Context: an optimization exercise on an open-source flow, tuned for small area and a short achievable clock period. The choices shown serve that exercise and are no tape-out recipe. Only the layout flow was run in this run; the RTL was not checked for function there.

==> design/flow/config.mk <==
export PLATFORM = sky130hd
export DESIGN_NAME = median_3x3
export DESIGN_NICKNAME = median_3x3
export VERILOG_FILES = /design/flow/design.v
export SDC_FILE = /design/flow/constraint.sdc
export NUM_CORES = 4
export LEC_CHECK = 0
export ABC_AREA = 1
export CAP_MARGIN = 20
export CORE_MARGIN = 2
export CORE_UTILIZATION = 55
export SETUP_SLACK_MARGIN = 2.7
export SLEW_MARGIN = 20
==> design/flow/constraint.sdc <==
create_clock -name core_clock -period 6.0 [get_ports {clk}]
set_input_delay 1.2000 -clock core_clock [delete_from_list [all_inputs] [get_ports {clk}]]
set_output_delay 1.2000 -clock core_clock [all_outputs]
set_load 0.01 [all_outputs]
==> design/flow/design.v <==
module find_min_max(
	input [8 - 1 : 0] a,
	input [8 - 1 : 0] b,
	output [8 - 1 : 0] min,
	output [8 - 1 : 0] max
);
	assign min = (a > b) ? b : a;
	assign max = (a > b) ? a : b;
endmodule
module find_min_mid_max(
	input [8 - 1 : 0] a,
	input [8 - 1 : 0] b,
	input [8 - 1 : 0] c,
	output [8 - 1 : 0] min,
	output [8 - 1 : 0] mid,
	output [8 - 1 : 0] max
);
	wire [8 - 1 : 0] ab_min;
	wire [8 - 1 : 0] ab_max;
	wire [8 - 1 : 0] mid_temp;
	find_min_max u1(.a(a), .b(b), .min(ab_min), .max(ab_max));
	find_min_max u2(.a(ab_max), .b(c), .min(mid_temp), .max(max));
	find_min_max u3(.a(ab_min), .b(mid_temp), .min(min), .max(mid));
endmodule
module median_3x3(
	input clk,
	input [8 - 1 : 0] i_p0, i_p1, i_p2,
	input [8 - 1 : 0] i_p3, i_p4, i_p5,
	input [8 - 1 : 0] i_p6, i_p7, i_p8,
	output reg [8 - 1 : 0] o_median
);
	wire m7_g0_1 = i_p0[7] | i_p1[7] | i_p2[7];
	wire m7_g0_2 = (i_p0[7] & i_p1[7]) | (i_p0[7] & i_p2[7]) | (i_p1[7] & i_p2[7]);
	wire m7_g0_3 = i_p0[7] & i_p1[7] & i_p2[7];
	wire m7_g1_1 = i_p3[7] | i_p4[7] | i_p5[7];
	wire m7_g1_2 = (i_p3[7] & i_p4[7]) | (i_p3[7] & i_p5[7]) | (i_p4[7] & i_p5[7]);
	wire m7_g1_3 = i_p3[7] & i_p4[7] & i_p5[7];
	wire m7_g2_1 = i_p6[7] | i_p7[7] | i_p8[7];
	wire m7_g2_2 = (i_p6[7] & i_p7[7]) | (i_p6[7] & i_p8[7]) | (i_p7[7] & i_p8[7]);
	wire m7_g2_3 = i_p6[7] & i_p7[7] & i_p8[7];
	wire m7_s2 = (m7_g1_2) | (m7_g0_1 & m7_g1_1) | (m7_g0_2);
	wire m7_s3 = (m7_g1_3) | (m7_g0_1 & m7_g1_2) | (m7_g0_2 & m7_g1_1) | (m7_g0_3);
	wire m7_s4 = (m7_g0_1 & m7_g1_3) | (m7_g0_2 & m7_g1_2) | (m7_g0_3 & m7_g1_1);
	wire m7_s5 = (m7_g0_2 & m7_g1_3) | (m7_g0_3 & m7_g1_2);
	wire m7 = m7_s5 | (m7_s4 & m7_g2_1) | (m7_s3 & m7_g2_2) | (m7_s2 & m7_g2_3);
	wire e6_0_0 = i_p0[7] | i_p0[6];
	wire e6_0_1 = (i_p0[6] & i_p0[7]);
	wire e6_1_0 = i_p1[7] | i_p1[6];
	wire e6_1_1 = (i_p1[6] & i_p1[7]);
	wire e6_2_0 = i_p2[7] | i_p2[6];
	wire e6_2_1 = (i_p2[6] & i_p2[7]);
	wire e6_3_0 = i_p3[7] | i_p3[6];
	wire e6_3_1 = (i_p3[6] & i_p3[7]);
	wire e6_4_0 = i_p4[7] | i_p4[6];
	wire e6_4_1 = (i_p4[6] & i_p4[7]);
	wire e6_5_0 = i_p5[7] | i_p5[6];
	wire e6_5_1 = (i_p5[6] & i_p5[7]);
	wire e6_6_0 = i_p6[7] | i_p6[6];
	wire e6_6_1 = (i_p6[6] & i_p6[7]);
	wire e6_7_0 = i_p7[7] | i_p7[6];
	wire e6_7_1 = (i_p7[6] & i_p7[7]);
	wire e6_8_0 = i_p8[7] | i_p8[6];
	wire e6_8_1 = (i_p8[6] & i_p8[7]);
	wire m6_0_g0_1 = e6_0_0 | e6_1_0 | e6_2_0;
	wire m6_0_g0_2 = (e6_0_0 & e6_1_0) | (e6_0_0 & e6_2_0) | (e6_1_0 & e6_2_0);
	wire m6_0_g0_3 = e6_0_0 & e6_1_0 & e6_2_0;
	wire m6_0_g1_1 = e6_3_0 | e6_4_0 | e6_5_0;
	wire m6_0_g1_2 = (e6_3_0 & e6_4_0) | (e6_3_0 & e6_5_0) | (e6_4_0 & e6_5_0);
	wire m6_0_g1_3 = e6_3_0 & e6_4_0 & e6_5_0;
	wire m6_0_g2_1 = e6_6_0 | e6_7_0 | e6_8_0;
	wire m6_0_g2_2 = (e6_6_0 & e6_7_0) | (e6_6_0 & e6_8_0) | (e6_7_0 & e6_8_0);
	wire m6_0_g2_3 = e6_6_0 & e6_7_0 & e6_8_0;
	wire m6_0_s2 = (m6_0_g1_2) | (m6_0_g0_1 & m6_0_g1_1) | (m6_0_g0_2);
	wire m6_0_s3 = (m6_0_g1_3) | (m6_0_g0_1 & m6_0_g1_2) | (m6_0_g0_2 & m6_0_g1_1) | (m6_0_g0_3);
	wire m6_0_s4 = (m6_0_g0_1 & m6_0_g1_3) | (m6_0_g0_2 & m6_0_g1_2) | (m6_0_g0_3 & m6_0_g1_1);
	wire m6_0_s5 = (m6_0_g0_2 & m6_0_g1_3) | (m6_0_g0_3 & m6_0_g1_2);
	wire m6_0 = m6_0_s5 | (m6_0_s4 & m6_0_g2_1) | (m6_0_s3 & m6_0_g2_2) | (m6_0_s2 & m6_0_g2_3);
	wire m6_1_g0_1 = e6_0_1 | e6_1_1 | e6_2_1;
	wire m6_1_g0_2 = (e6_0_1 & e6_1_1) | (e6_0_1 & e6_2_1) | (e6_1_1 & e6_2_1);
	wire m6_1_g0_3 = e6_0_1 & e6_1_1 & e6_2_1;
	wire m6_1_g1_1 = e6_3_1 | e6_4_1 | e6_5_1;
	wire m6_1_g1_2 = (e6_3_1 & e6_4_1) | (e6_3_1 & e6_5_1) | (e6_4_1 & e6_5_1);
	wire m6_1_g1_3 = e6_3_1 & e6_4_1 & e6_5_1;
	wire m6_1_g2_1 = e6_6_1 | e6_7_1 | e6_8_1;
	wire m6_1_g2_2 = (e6_6_1 & e6_7_1) | (e6_6_1 & e6_8_1) | (e6_7_1 & e6_8_1);
	wire m6_1_g2_3 = e6_6_1 & e6_7_1 & e6_8_1;
	wire m6_1_s2 = (m6_1_g1_2) | (m6_1_g0_1 & m6_1_g1_1) | (m6_1_g0_2);
	wire m6_1_s3 = (m6_1_g1_3) | (m6_1_g0_1 & m6_1_g1_2) | (m6_1_g0_2 & m6_1_g1_1) | (m6_1_g0_3);
	wire m6_1_s4 = (m6_1_g0_1 & m6_1_g1_3) | (m6_1_g0_2 & m6_1_g1_2) | (m6_1_g0_3 & m6_1_g1_1);
	wire m6_1_s5 = (m6_1_g0_2 & m6_1_g1_3) | (m6_1_g0_3 & m6_1_g1_2);
	wire m6_1 = m6_1_s5 | (m6_1_s4 & m6_1_g2_1) | (m6_1_s3 & m6_1_g2_2) | (m6_1_s2 & m6_1_g2_3);
	wire m6 = ~m7 ? m6_0 : m6_1;
	wire lt7_0 = (~i_p0[7] & m7);
	wire gt7_0 = (i_p0[7] & ~m7);
	wire lt7_1 = (~i_p1[7] & m7);
	wire gt7_1 = (i_p1[7] & ~m7);
	wire lt7_2 = (~i_p2[7] & m7);
	wire gt7_2 = (i_p2[7] & ~m7);
	wire lt7_3 = (~i_p3[7] & m7);
	wire gt7_3 = (i_p3[7] & ~m7);
	wire lt7_4 = (~i_p4[7] & m7);
	wire gt7_4 = (i_p4[7] & ~m7);
	wire lt7_5 = (~i_p5[7] & m7);
	wire gt7_5 = (i_p5[7] & ~m7);
	wire lt7_6 = (~i_p6[7] & m7);
	wire gt7_6 = (i_p6[7] & ~m7);
	wire lt7_7 = (~i_p7[7] & m7);
	wire gt7_7 = (i_p7[7] & ~m7);
	wire lt7_8 = (~i_p8[7] & m7);
	wire gt7_8 = (i_p8[7] & ~m7);
	wire e6_0 = m7 ? e6_0_1 : e6_0_0;
	wire e6_1 = m7 ? e6_1_1 : e6_1_0;
	wire e6_2 = m7 ? e6_2_1 : e6_2_0;
	wire e6_3 = m7 ? e6_3_1 : e6_3_0;
	wire e6_4 = m7 ? e6_4_1 : e6_4_0;
	wire e6_5 = m7 ? e6_5_1 : e6_5_0;
	wire e6_6 = m7 ? e6_6_1 : e6_6_0;
	wire e6_7 = m7 ? e6_7_1 : e6_7_0;
	wire e6_8 = m7 ? e6_8_1 : e6_8_0;
	wire lt6_0 = lt7_0 | (~e6_0 & m6);
	wire gt6_0 = gt7_0 | (e6_0 & ~m6);
	wire lt6_1 = lt7_1 | (~e6_1 & m6);
	wire gt6_1 = gt7_1 | (e6_1 & ~m6);
	wire lt6_2 = lt7_2 | (~e6_2 & m6);
	wire gt6_2 = gt7_2 | (e6_2 & ~m6);
	wire lt6_3 = lt7_3 | (~e6_3 & m6);
	wire gt6_3 = gt7_3 | (e6_3 & ~m6);
	wire lt6_4 = lt7_4 | (~e6_4 & m6);
	wire gt6_4 = gt7_4 | (e6_4 & ~m6);
	wire lt6_5 = lt7_5 | (~e6_5 & m6);
	wire gt6_5 = gt7_5 | (e6_5 & ~m6);
	wire lt6_6 = lt7_6 | (~e6_6 & m6);
	wire gt6_6 = gt7_6 | (e6_6 & ~m6);
	wire lt6_7 = lt7_7 | (~e6_7 & m6);
	wire gt6_7 = gt7_7 | (e6_7 & ~m6);
	wire lt6_8 = lt7_8 | (~e6_8 & m6);
	wire gt6_8 = gt7_8 | (e6_8 & ~m6);
	reg [5:0] s1_p0;
	reg [5:0] s1_p1;
	reg [5:0] s1_p2;
	reg [5:0] s1_p3;
	reg [5:0] s1_p4;
	reg [5:0] s1_p5;
	reg [5:0] s1_p6;
	reg [5:0] s1_p7;
	reg [5:0] s1_p8;
	reg s1_m7;
	reg s1_m6;
	wire m5_g0_1 = s1_p0[5] | s1_p1[5] | s1_p2[5];
	wire m5_g0_2 = (s1_p0[5] & s1_p1[5]) | (s1_p0[5] & s1_p2[5]) | (s1_p1[5] & s1_p2[5]);
	wire m5_g0_3 = s1_p0[5] & s1_p1[5] & s1_p2[5];
	wire m5_g1_1 = s1_p3[5] | s1_p4[5] | s1_p5[5];
	wire m5_g1_2 = (s1_p3[5] & s1_p4[5]) | (s1_p3[5] & s1_p5[5]) | (s1_p4[5] & s1_p5[5]);
	wire m5_g1_3 = s1_p3[5] & s1_p4[5] & s1_p5[5];
	wire m5_g2_1 = s1_p6[5] | s1_p7[5] | s1_p8[5];
	wire m5_g2_2 = (s1_p6[5] & s1_p7[5]) | (s1_p6[5] & s1_p8[5]) | (s1_p7[5] & s1_p8[5]);
	wire m5_g2_3 = s1_p6[5] & s1_p7[5] & s1_p8[5];
	wire m5_s2 = (m5_g1_2) | (m5_g0_1 & m5_g1_1) | (m5_g0_2);
	wire m5_s3 = (m5_g1_3) | (m5_g0_1 & m5_g1_2) | (m5_g0_2 & m5_g1_1) | (m5_g0_3);
	wire m5_s4 = (m5_g0_1 & m5_g1_3) | (m5_g0_2 & m5_g1_2) | (m5_g0_3 & m5_g1_1);
	wire m5_s5 = (m5_g0_2 & m5_g1_3) | (m5_g0_3 & m5_g1_2);
	wire m5 = m5_s5 | (m5_s4 & m5_g2_1) | (m5_s3 & m5_g2_2) | (m5_s2 & m5_g2_3);
	wire lt5_0 = (~s1_p0[5] & m5);
	wire gt5_0 = (s1_p0[5] & ~m5);
	wire lt5_1 = (~s1_p1[5] & m5);
	wire gt5_1 = (s1_p1[5] & ~m5);
	wire lt5_2 = (~s1_p2[5] & m5);
	wire gt5_2 = (s1_p2[5] & ~m5);
	wire lt5_3 = (~s1_p3[5] & m5);
	wire gt5_3 = (s1_p3[5] & ~m5);
	wire lt5_4 = (~s1_p4[5] & m5);
	wire gt5_4 = (s1_p4[5] & ~m5);
	wire lt5_5 = (~s1_p5[5] & m5);
	wire gt5_5 = (s1_p5[5] & ~m5);
	wire lt5_6 = (~s1_p6[5] & m5);
	wire gt5_6 = (s1_p6[5] & ~m5);
	wire lt5_7 = (~s1_p7[5] & m5);
	wire gt5_7 = (s1_p7[5] & ~m5);
	wire lt5_8 = (~s1_p8[5] & m5);
	wire gt5_8 = (s1_p8[5] & ~m5);
	wire e4_0 = gt5_0 | (s1_p0[4] & ~lt5_0);
	wire e4_1 = gt5_1 | (s1_p1[4] & ~lt5_1);
	wire e4_2 = gt5_2 | (s1_p2[4] & ~lt5_2);
	wire e4_3 = gt5_3 | (s1_p3[4] & ~lt5_3);
	wire e4_4 = gt5_4 | (s1_p4[4] & ~lt5_4);
	wire e4_5 = gt5_5 | (s1_p5[4] & ~lt5_5);
	wire e4_6 = gt5_6 | (s1_p6[4] & ~lt5_6);
	wire e4_7 = gt5_7 | (s1_p7[4] & ~lt5_7);
	wire e4_8 = gt5_8 | (s1_p8[4] & ~lt5_8);
	wire m4_g0_1 = e4_0 | e4_1 | e4_2;
	wire m4_g0_2 = (e4_0 & e4_1) | (e4_0 & e4_2) | (e4_1 & e4_2);
	wire m4_g0_3 = e4_0 & e4_1 & e4_2;
	wire m4_g1_1 = e4_3 | e4_4 | e4_5;
	wire m4_g1_2 = (e4_3 & e4_4) | (e4_3 & e4_5) | (e4_4 & e4_5);
	wire m4_g1_3 = e4_3 & e4_4 & e4_5;
	wire m4_g2_1 = e4_6 | e4_7 | e4_8;
	wire m4_g2_2 = (e4_6 & e4_7) | (e4_6 & e4_8) | (e4_7 & e4_8);
	wire m4_g2_3 = e4_6 & e4_7 & e4_8;
	wire m4_s2 = (m4_g1_2) | (m4_g0_1 & m4_g1_1) | (m4_g0_2);
	wire m4_s3 = (m4_g1_3) | (m4_g0_1 & m4_g1_2) | (m4_g0_2 & m4_g1_1) | (m4_g0_3);
	wire m4_s4 = (m4_g0_1 & m4_g1_3) | (m4_g0_2 & m4_g1_2) | (m4_g0_3 & m4_g1_1);
	wire m4_s5 = (m4_g0_2 & m4_g1_3) | (m4_g0_3 & m4_g1_2);
	wire m4 = m4_s5 | (m4_s4 & m4_g2_1) | (m4_s3 & m4_g2_2) | (m4_s2 & m4_g2_3);
	wire lt4_0 = lt5_0 | (~e4_0 & m4);
	wire gt4_0 = gt5_0 | (e4_0 & ~m4);
	wire lt4_1 = lt5_1 | (~e4_1 & m4);
	wire gt4_1 = gt5_1 | (e4_1 & ~m4);
	wire lt4_2 = lt5_2 | (~e4_2 & m4);
	wire gt4_2 = gt5_2 | (e4_2 & ~m4);
	wire lt4_3 = lt5_3 | (~e4_3 & m4);
	wire gt4_3 = gt5_3 | (e4_3 & ~m4);
	wire lt4_4 = lt5_4 | (~e4_4 & m4);
	wire gt4_4 = gt5_4 | (e4_4 & ~m4);
	wire lt4_5 = lt5_5 | (~e4_5 & m4);
	wire gt4_5 = gt5_5 | (e4_5 & ~m4);
	wire lt4_6 = lt5_6 | (~e4_6 & m4);
	wire gt4_6 = gt5_6 | (e4_6 & ~m4);
	wire lt4_7 = lt5_7 | (~e4_7 & m4);
	wire gt4_7 = gt5_7 | (e4_7 & ~m4);
	wire lt4_8 = lt5_8 | (~e4_8 & m4);
	wire gt4_8 = gt5_8 | (e4_8 & ~m4);
	wire e3_0 = gt4_0 | (s1_p0[3] & ~lt4_0);
	wire e3_1 = gt4_1 | (s1_p1[3] & ~lt4_1);
	wire e3_2 = gt4_2 | (s1_p2[3] & ~lt4_2);
	wire e3_3 = gt4_3 | (s1_p3[3] & ~lt4_3);
	wire e3_4 = gt4_4 | (s1_p4[3] & ~lt4_4);
	wire e3_5 = gt4_5 | (s1_p5[3] & ~lt4_5);
	wire e3_6 = gt4_6 | (s1_p6[3] & ~lt4_6);
	wire e3_7 = gt4_7 | (s1_p7[3] & ~lt4_7);
	wire e3_8 = gt4_8 | (s1_p8[3] & ~lt4_8);
	wire m3_g0_1 = e3_0 | e3_1 | e3_2;
	wire m3_g0_2 = (e3_0 & e3_1) | (e3_0 & e3_2) | (e3_1 & e3_2);
	wire m3_g0_3 = e3_0 & e3_1 & e3_2;
	wire m3_g1_1 = e3_3 | e3_4 | e3_5;
	wire m3_g1_2 = (e3_3 & e3_4) | (e3_3 & e3_5) | (e3_4 & e3_5);
	wire m3_g1_3 = e3_3 & e3_4 & e3_5;
	wire m3_g2_1 = e3_6 | e3_7 | e3_8;
	wire m3_g2_2 = (e3_6 & e3_7) | (e3_6 & e3_8) | (e3_7 & e3_8);
	wire m3_g2_3 = e3_6 & e3_7 & e3_8;
	wire m3_s2 = (m3_g1_2) | (m3_g0_1 & m3_g1_1) | (m3_g0_2);
	wire m3_s3 = (m3_g1_3) | (m3_g0_1 & m3_g1_2) | (m3_g0_2 & m3_g1_1) | (m3_g0_3);
	wire m3_s4 = (m3_g0_1 & m3_g1_3) | (m3_g0_2 & m3_g1_2) | (m3_g0_3 & m3_g1_1);
	wire m3_s5 = (m3_g0_2 & m3_g1_3) | (m3_g0_3 & m3_g1_2);
	wire m3 = m3_s5 | (m3_s4 & m3_g2_1) | (m3_s3 & m3_g2_2) | (m3_s2 & m3_g2_3);
	wire lt3_0 = lt4_0 | (~e3_0 & m3);
	wire gt3_0 = gt4_0 | (e3_0 & ~m3);
	wire lt3_1 = lt4_1 | (~e3_1 & m3);
	wire gt3_1 = gt4_1 | (e3_1 & ~m3);
	wire lt3_2 = lt4_2 | (~e3_2 & m3);
	wire gt3_2 = gt4_2 | (e3_2 & ~m3);
	wire lt3_3 = lt4_3 | (~e3_3 & m3);
	wire gt3_3 = gt4_3 | (e3_3 & ~m3);
	wire lt3_4 = lt4_4 | (~e3_4 & m3);
	wire gt3_4 = gt4_4 | (e3_4 & ~m3);
	wire lt3_5 = lt4_5 | (~e3_5 & m3);
	wire gt3_5 = gt4_5 | (e3_5 & ~m3);
	wire lt3_6 = lt4_6 | (~e3_6 & m3);
	wire gt3_6 = gt4_6 | (e3_6 & ~m3);
	wire lt3_7 = lt4_7 | (~e3_7 & m3);
	wire gt3_7 = gt4_7 | (e3_7 & ~m3);
	wire lt3_8 = lt4_8 | (~e3_8 & m3);
	wire gt3_8 = gt4_8 | (e3_8 & ~m3);
	reg [2:0] s2_p0;
	reg [2:0] s2_p1;
	reg [2:0] s2_p2;
	reg [2:0] s2_p3;
	reg [2:0] s2_p4;
	reg [2:0] s2_p5;
	reg [2:0] s2_p6;
	reg [2:0] s2_p7;
	reg [2:0] s2_p8;
	reg s2_m7;
	reg s2_m6;
	reg s2_m5;
	reg s2_m4;
	reg s2_m3;
	wire m2_g0_1 = s2_p0[2] | s2_p1[2] | s2_p2[2];
	wire m2_g0_2 = (s2_p0[2] & s2_p1[2]) | (s2_p0[2] & s2_p2[2]) | (s2_p1[2] & s2_p2[2]);
	wire m2_g0_3 = s2_p0[2] & s2_p1[2] & s2_p2[2];
	wire m2_g1_1 = s2_p3[2] | s2_p4[2] | s2_p5[2];
	wire m2_g1_2 = (s2_p3[2] & s2_p4[2]) | (s2_p3[2] & s2_p5[2]) | (s2_p4[2] & s2_p5[2]);
	wire m2_g1_3 = s2_p3[2] & s2_p4[2] & s2_p5[2];
	wire m2_g2_1 = s2_p6[2] | s2_p7[2] | s2_p8[2];
	wire m2_g2_2 = (s2_p6[2] & s2_p7[2]) | (s2_p6[2] & s2_p8[2]) | (s2_p7[2] & s2_p8[2]);
	wire m2_g2_3 = s2_p6[2] & s2_p7[2] & s2_p8[2];
	wire m2_s2 = (m2_g1_2) | (m2_g0_1 & m2_g1_1) | (m2_g0_2);
	wire m2_s3 = (m2_g1_3) | (m2_g0_1 & m2_g1_2) | (m2_g0_2 & m2_g1_1) | (m2_g0_3);
	wire m2_s4 = (m2_g0_1 & m2_g1_3) | (m2_g0_2 & m2_g1_2) | (m2_g0_3 & m2_g1_1);
	wire m2_s5 = (m2_g0_2 & m2_g1_3) | (m2_g0_3 & m2_g1_2);
	wire m2 = m2_s5 | (m2_s4 & m2_g2_1) | (m2_s3 & m2_g2_2) | (m2_s2 & m2_g2_3);
	wire lt2_0 = (~s2_p0[2] & m2);
	wire gt2_0 = (s2_p0[2] & ~m2);
	wire lt2_1 = (~s2_p1[2] & m2);
	wire gt2_1 = (s2_p1[2] & ~m2);
	wire lt2_2 = (~s2_p2[2] & m2);
	wire gt2_2 = (s2_p2[2] & ~m2);
	wire lt2_3 = (~s2_p3[2] & m2);
	wire gt2_3 = (s2_p3[2] & ~m2);
	wire lt2_4 = (~s2_p4[2] & m2);
	wire gt2_4 = (s2_p4[2] & ~m2);
	wire lt2_5 = (~s2_p5[2] & m2);
	wire gt2_5 = (s2_p5[2] & ~m2);
	wire lt2_6 = (~s2_p6[2] & m2);
	wire gt2_6 = (s2_p6[2] & ~m2);
	wire lt2_7 = (~s2_p7[2] & m2);
	wire gt2_7 = (s2_p7[2] & ~m2);
	wire lt2_8 = (~s2_p8[2] & m2);
	wire gt2_8 = (s2_p8[2] & ~m2);
	wire e1_0 = gt2_0 | (s2_p0[1] & ~lt2_0);
	wire e1_1 = gt2_1 | (s2_p1[1] & ~lt2_1);
	wire e1_2 = gt2_2 | (s2_p2[1] & ~lt2_2);
	wire e1_3 = gt2_3 | (s2_p3[1] & ~lt2_3);
	wire e1_4 = gt2_4 | (s2_p4[1] & ~lt2_4);
	wire e1_5 = gt2_5 | (s2_p5[1] & ~lt2_5);
	wire e1_6 = gt2_6 | (s2_p6[1] & ~lt2_6);
	wire e1_7 = gt2_7 | (s2_p7[1] & ~lt2_7);
	wire e1_8 = gt2_8 | (s2_p8[1] & ~lt2_8);
	wire m1_g0_1 = e1_0 | e1_1 | e1_2;
	wire m1_g0_2 = (e1_0 & e1_1) | (e1_0 & e1_2) | (e1_1 & e1_2);
	wire m1_g0_3 = e1_0 & e1_1 & e1_2;
	wire m1_g1_1 = e1_3 | e1_4 | e1_5;
	wire m1_g1_2 = (e1_3 & e1_4) | (e1_3 & e1_5) | (e1_4 & e1_5);
	wire m1_g1_3 = e1_3 & e1_4 & e1_5;
	wire m1_g2_1 = e1_6 | e1_7 | e1_8;
	wire m1_g2_2 = (e1_6 & e1_7) | (e1_6 & e1_8) | (e1_7 & e1_8);
	wire m1_g2_3 = e1_6 & e1_7 & e1_8;
	wire m1_s2 = (m1_g1_2) | (m1_g0_1 & m1_g1_1) | (m1_g0_2);
	wire m1_s3 = (m1_g1_3) | (m1_g0_1 & m1_g1_2) | (m1_g0_2 & m1_g1_1) | (m1_g0_3);
	wire m1_s4 = (m1_g0_1 & m1_g1_3) | (m1_g0_2 & m1_g1_2) | (m1_g0_3 & m1_g1_1);
	wire m1_s5 = (m1_g0_2 & m1_g1_3) | (m1_g0_3 & m1_g1_2);
	wire m1 = m1_s5 | (m1_s4 & m1_g2_1) | (m1_s3 & m1_g2_2) | (m1_s2 & m1_g2_3);
	wire lt1_0 = lt2_0 | (~e1_0 & m1);
	wire gt1_0 = gt2_0 | (e1_0 & ~m1);
	wire lt1_1 = lt2_1 | (~e1_1 & m1);
	wire gt1_1 = gt2_1 | (e1_1 & ~m1);
	wire lt1_2 = lt2_2 | (~e1_2 & m1);
	wire gt1_2 = gt2_2 | (e1_2 & ~m1);
	wire lt1_3 = lt2_3 | (~e1_3 & m1);
	wire gt1_3 = gt2_3 | (e1_3 & ~m1);
	wire lt1_4 = lt2_4 | (~e1_4 & m1);
	wire gt1_4 = gt2_4 | (e1_4 & ~m1);
	wire lt1_5 = lt2_5 | (~e1_5 & m1);
	wire gt1_5 = gt2_5 | (e1_5 & ~m1);
	wire lt1_6 = lt2_6 | (~e1_6 & m1);
	wire gt1_6 = gt2_6 | (e1_6 & ~m1);
	wire lt1_7 = lt2_7 | (~e1_7 & m1);
	wire gt1_7 = gt2_7 | (e1_7 & ~m1);
	wire lt1_8 = lt2_8 | (~e1_8 & m1);
	wire gt1_8 = gt2_8 | (e1_8 & ~m1);
	wire e0_0 = gt1_0 | (s2_p0[0] & ~lt1_0);
	wire e0_1 = gt1_1 | (s2_p1[0] & ~lt1_1);
	wire e0_2 = gt1_2 | (s2_p2[0] & ~lt1_2);
	wire e0_3 = gt1_3 | (s2_p3[0] & ~lt1_3);
	wire e0_4 = gt1_4 | (s2_p4[0] & ~lt1_4);
	wire e0_5 = gt1_5 | (s2_p5[0] & ~lt1_5);
	wire e0_6 = gt1_6 | (s2_p6[0] & ~lt1_6);
	wire e0_7 = gt1_7 | (s2_p7[0] & ~lt1_7);
	wire e0_8 = gt1_8 | (s2_p8[0] & ~lt1_8);
	wire m0_g0_1 = e0_0 | e0_1 | e0_2;
	wire m0_g0_2 = (e0_0 & e0_1) | (e0_0 & e0_2) | (e0_1 & e0_2);
	wire m0_g0_3 = e0_0 & e0_1 & e0_2;
	wire m0_g1_1 = e0_3 | e0_4 | e0_5;
	wire m0_g1_2 = (e0_3 & e0_4) | (e0_3 & e0_5) | (e0_4 & e0_5);
	wire m0_g1_3 = e0_3 & e0_4 & e0_5;
	wire m0_g2_1 = e0_6 | e0_7 | e0_8;
	wire m0_g2_2 = (e0_6 & e0_7) | (e0_6 & e0_8) | (e0_7 & e0_8);
	wire m0_g2_3 = e0_6 & e0_7 & e0_8;
	wire m0_s2 = (m0_g1_2) | (m0_g0_1 & m0_g1_1) | (m0_g0_2);
	wire m0_s3 = (m0_g1_3) | (m0_g0_1 & m0_g1_2) | (m0_g0_2 & m0_g1_1) | (m0_g0_3);
	wire m0_s4 = (m0_g0_1 & m0_g1_3) | (m0_g0_2 & m0_g1_2) | (m0_g0_3 & m0_g1_1);
	wire m0_s5 = (m0_g0_2 & m0_g1_3) | (m0_g0_3 & m0_g1_2);
	wire m0 = m0_s5 | (m0_s4 & m0_g2_1) | (m0_s3 & m0_g2_2) | (m0_s2 & m0_g2_3);
	always @(posedge clk) begin
		s1_p0 <= {6{gt6_0}} | (i_p0[5:0] & ~{6{lt6_0}});
		s1_p1 <= {6{gt6_1}} | (i_p1[5:0] & ~{6{lt6_1}});
		s1_p2 <= {6{gt6_2}} | (i_p2[5:0] & ~{6{lt6_2}});
		s1_p3 <= {6{gt6_3}} | (i_p3[5:0] & ~{6{lt6_3}});
		s1_p4 <= {6{gt6_4}} | (i_p4[5:0] & ~{6{lt6_4}});
		s1_p5 <= {6{gt6_5}} | (i_p5[5:0] & ~{6{lt6_5}});
		s1_p6 <= {6{gt6_6}} | (i_p6[5:0] & ~{6{lt6_6}});
		s1_p7 <= {6{gt6_7}} | (i_p7[5:0] & ~{6{lt6_7}});
		s1_p8 <= {6{gt6_8}} | (i_p8[5:0] & ~{6{lt6_8}});
		s1_m7 <= m7;
		s1_m6 <= m6;
		s2_p0 <= {3{gt3_0}} | (s1_p0[2:0] & ~{3{lt3_0}});
		s2_p1 <= {3{gt3_1}} | (s1_p1[2:0] & ~{3{lt3_1}});
		s2_p2 <= {3{gt3_2}} | (s1_p2[2:0] & ~{3{lt3_2}});
		s2_p3 <= {3{gt3_3}} | (s1_p3[2:0] & ~{3{lt3_3}});
		s2_p4 <= {3{gt3_4}} | (s1_p4[2:0] & ~{3{lt3_4}});
		s2_p5 <= {3{gt3_5}} | (s1_p5[2:0] & ~{3{lt3_5}});
		s2_p6 <= {3{gt3_6}} | (s1_p6[2:0] & ~{3{lt3_6}});
		s2_p7 <= {3{gt3_7}} | (s1_p7[2:0] & ~{3{lt3_7}});
		s2_p8 <= {3{gt3_8}} | (s1_p8[2:0] & ~{3{lt3_8}});
		s2_m7 <= s1_m7;
		s2_m6 <= s1_m6;
		s2_m5 <= m5;
		s2_m4 <= m4;
		s2_m3 <= m3;
		o_median <= {s2_m7, s2_m6, s2_m5, s2_m4, s2_m3, m2, m1, m0};
	end
endmodule
==> design/flow/flow/run.sh <==
#!/bin/bash
# The standard layout (the standard.sh, ORFS from synthesis to the final
# layout), with the smallest buffer on the ports instead of ORFS's default
# choice. Each tool's output is in orfs/logs; standard.sh's own output in
# standard.log.
export BUFFER_PORTS_ARGS="-buffer_cell sky130_fd_sc_hd__buf_1"
bash standard.sh > standard.log 2>&1
==> design/flow/standard.sh <==
#!/bin/bash
# synth_recipe.tcl (not shown) runs the flow's synth.tcl, then flattens the netlist and writes it again
# the make line also repeats each setting of config.mk as NAME=value (left out here)
make -C /OpenROAD-flow-scripts/flow DESIGN_CONFIG=/design/flow/config.mk WORK_HOME=/design/flow/orfs CLKGATE_MAP_FILE= SYNTH_SCRIPT=/design/flow/synth_recipe.tcl "${@:-finish}"
==> results.cfg <==
[timing]
post-route-period-util = 0.625
tightestPinTransition_ns = 0.555
slew_viol_final = 0
rsz0062_at_grt = true
finalSetupViolCount = 0
slew_headroom = 0.626
hold_viol_final = 0
setup_tns_ns = 0
fmax_ghz = 0.267
clock_skew_ns = 0.0164
setup_slack_ns = 2.25
layout_min_cycle_time_ns = 3.75

[synthesis]
yosys.area.top_type_share = 0.339
synthTopCellsByArea = dfxtp_1 34%, nand2_1 17%, inv_1 10%
yosysWarnings = 1
ys_types = 41
ys_seq_elements = 96
yosysTopAreaCell = dfxtp_1
avgSynthCellArea_um2 = 6.17
syn_nets = 991
seq_area_frac_synth = 0.339
syn_inst = 918
synthesis.area_mm2 = 0.00566

[grt]
use_met2 = 0.498
met1_usage = 0.323
busiest_layer = met2
grt_start_max_net_pins = 21
grt_pass1_vias = 5617
antenna_found_initial = 0
grt_pass1_wl_mm = 24.8
grt_usage = 0.275
grt_overflow = 0
use_met3 = 0.0322

[critical_path]
critPathArrivalTime_ns = 4.08
critPathLaunchType = flip-flop
worstSetupPathType = reg -> reg
crit_fanout = 7
crit_top_cell = nand2_2
cpMaxStageDelayCell = dfxtp_4
end_kind = flip-flop
critical_path_required_ns = 6.33
max_stage_delay_ns = 0.37

[status]
status = finished clean

[routing]
wl_per_cell_um = 14.7
vias = 6549
via_per_inst = 5.42
drtAntennaViolNets = 0
dr.first_iter.drc_count = 525
drtPass1Iterations = 6
drc = 0
wl_mm = 17.7

[clocking]
ctsHoldBuffers = 0
path_clk_slew_ns = 0.09
clk_latency_ns = 0.38
cts_max_level = 3
numCtsBuffers = 9
cts_buffer_depth = 2
cts_tree = built
cts_num_sinks = 96
cts_root_buf = clkbuf_8

[die]
io-pin-count = 81
core_mm2 = 0.0101
die_area_mm2 = 0.0111
rows = 37
start_util = 0.559
die_w_um = 105
die_y_um = 105

[job]
drv_cap = 0

[layout]
area_delta_synth_final_pct = 40.7
layout_common_cells = 181 x nand2_1, 135 x inv_1, 85 x o21ai_0
antennaDiodeCount = 0
nNetsFinal = 1141
drive_above_1_share = 0.310
layout_commonest_cell = nand2_1
fillers = 698
multi_input_area_mm2 = 0.00405
seqCellArea_mm2 = 0.00197

[worst_hold_path]
hp-class = reg -> reg

[placement]
hpwl_mm = 11.2
dpl_worst_slack_ns = 1.77
io_buffers = 80
routabilityCongestion = 0.929
layout make-up:
cell class / count / share of cell area
sequential: 96 / 0.247
multi-input combinational: 655 / 0.509
inverter: 162 / 0.0802
clock buffer: 10 / 0.0173
timing repair buffer: 144 / 0.116
clock inverter: 5 / 0.00989
tap: 136 / 0.0214
sequential cells by signal, indices dropped and copies added, names as in the netlist, 6 cells and up:
register and cells:
s1_p3 6, s1_p6 6, s1_p8 6, s1_p1 6, s1_p5 6, s1_p7 6, s1_p2 6, s1_p4 6
o_median 8, s1_p0 6
per-stage QoR:
step / instance area, µm² / instances / hold slack [ns] / utilization
floorplan: 5660 / 918 / 0.310 / -
global placement: 6090 / 1127 / 0.313 / 0.601
detailed placement: 6090 / 1127 / 0.314 / 0.601
CTS: 6990 / 1176 / 0.335 / 0.690
global route: 7970 / 1208 / 0.338 / 0.786
finish: 7970 / 1208 / 0.333 / 0.786
what timing repair did:
action                                  in CTS  in global routing
resized for setup                          123                198
endpoints found under the setup margin      84                 83
setup buffers                               30                 28
cloned                                       4                  4
pin swaps                                   27                 77
layer usage:
| layer | share of wire | routed length [µm] |
|---|---|---|
| met4 | 0.041 | 724 |
| met3 | 0.048 | 859 |
| met1 | 0.40 | 7030 |
| met2 | 0.51 | 9110 |
| met5 | 0 | 0 |
critical path: cells and delay by family, from the launching register on:
kind                   cells  cell delay (ns)
and+or+nand+nor           22             2.23
buffers and inverters      6             0.71
AOI/OAI and AO/OA          2             0.38
DFF                        1             0.37
cells by family (layout without fill, tap and decap cells):
family                 count (synthesis)  after routing  synth area share
AND/OR/NAND/NOR                      484            487             0.375
AO/OA/AOI/OAI                        168            168             0.169
flip-flops                            96             96             0.339
buffers and inverters                170            321             0.116
worst paths after layout:
kind / start / to / slack, ns / cells past startpoint
setup / recovery: s1_p3[5] / s2_p0[1] / 2.25 / 30
hold / removal: s2_m4 / o_median[4] / 0.33 / 0
setup reg to reg: s1_p3[5] / s2_p0[1] / 2.25 / 30
hold reg to reg: s2_m4 / o_median[4] / 0.33 / 0
cell usage after synthesis (all sizes together):
library cell / count
a221oi: 2
a21oi: 23
o22ai: 11
a31oi: 1
o221ai: 1
o21a: 4
buf: 5
a32oi: 1
a211o: 1
and2: 6
o2111ai: 1
o21bai: 6
nor4: 3
nand2: 284
o21ai: 111
nor3: 2
or2: 2
a221o: 1
nor2: 88
clkbuf: 3
a22oi: 1
o211ai: 4
nor3b: 1
dfxtp: 96
nand4: 14
nand3b: 3
nand3: 81
inv: 162

## afterwards: timing with drivers on the ports
In the flow no input, the clock included, has a driving cell. The finished layout below was timed again as built, in two steps. Step 1 assumes that a clkbuf_16 drives the clock port and a buf_2 every other input. Step 2 adds t to the input delays and takes it off the output delays; t is the mean of the earliest and latest rising clock arrival at the registers after step 1. Input paths then give back, and output paths get back, about the clock's delay inside the block. a / b / c = no drivers / after step 1 / after step 2; a / b = the first two.
t (ns): 0.411
setup slack, ns: 2.251 / 2.251 / 2.251
hold WS [ns]: 0.333 / 0.333 / 0.333
After both steps setup and hold are still met in this run. For this run, drivers alone change the setup slack by 0.000 ns; drivers and shift together by 0.000 ns.
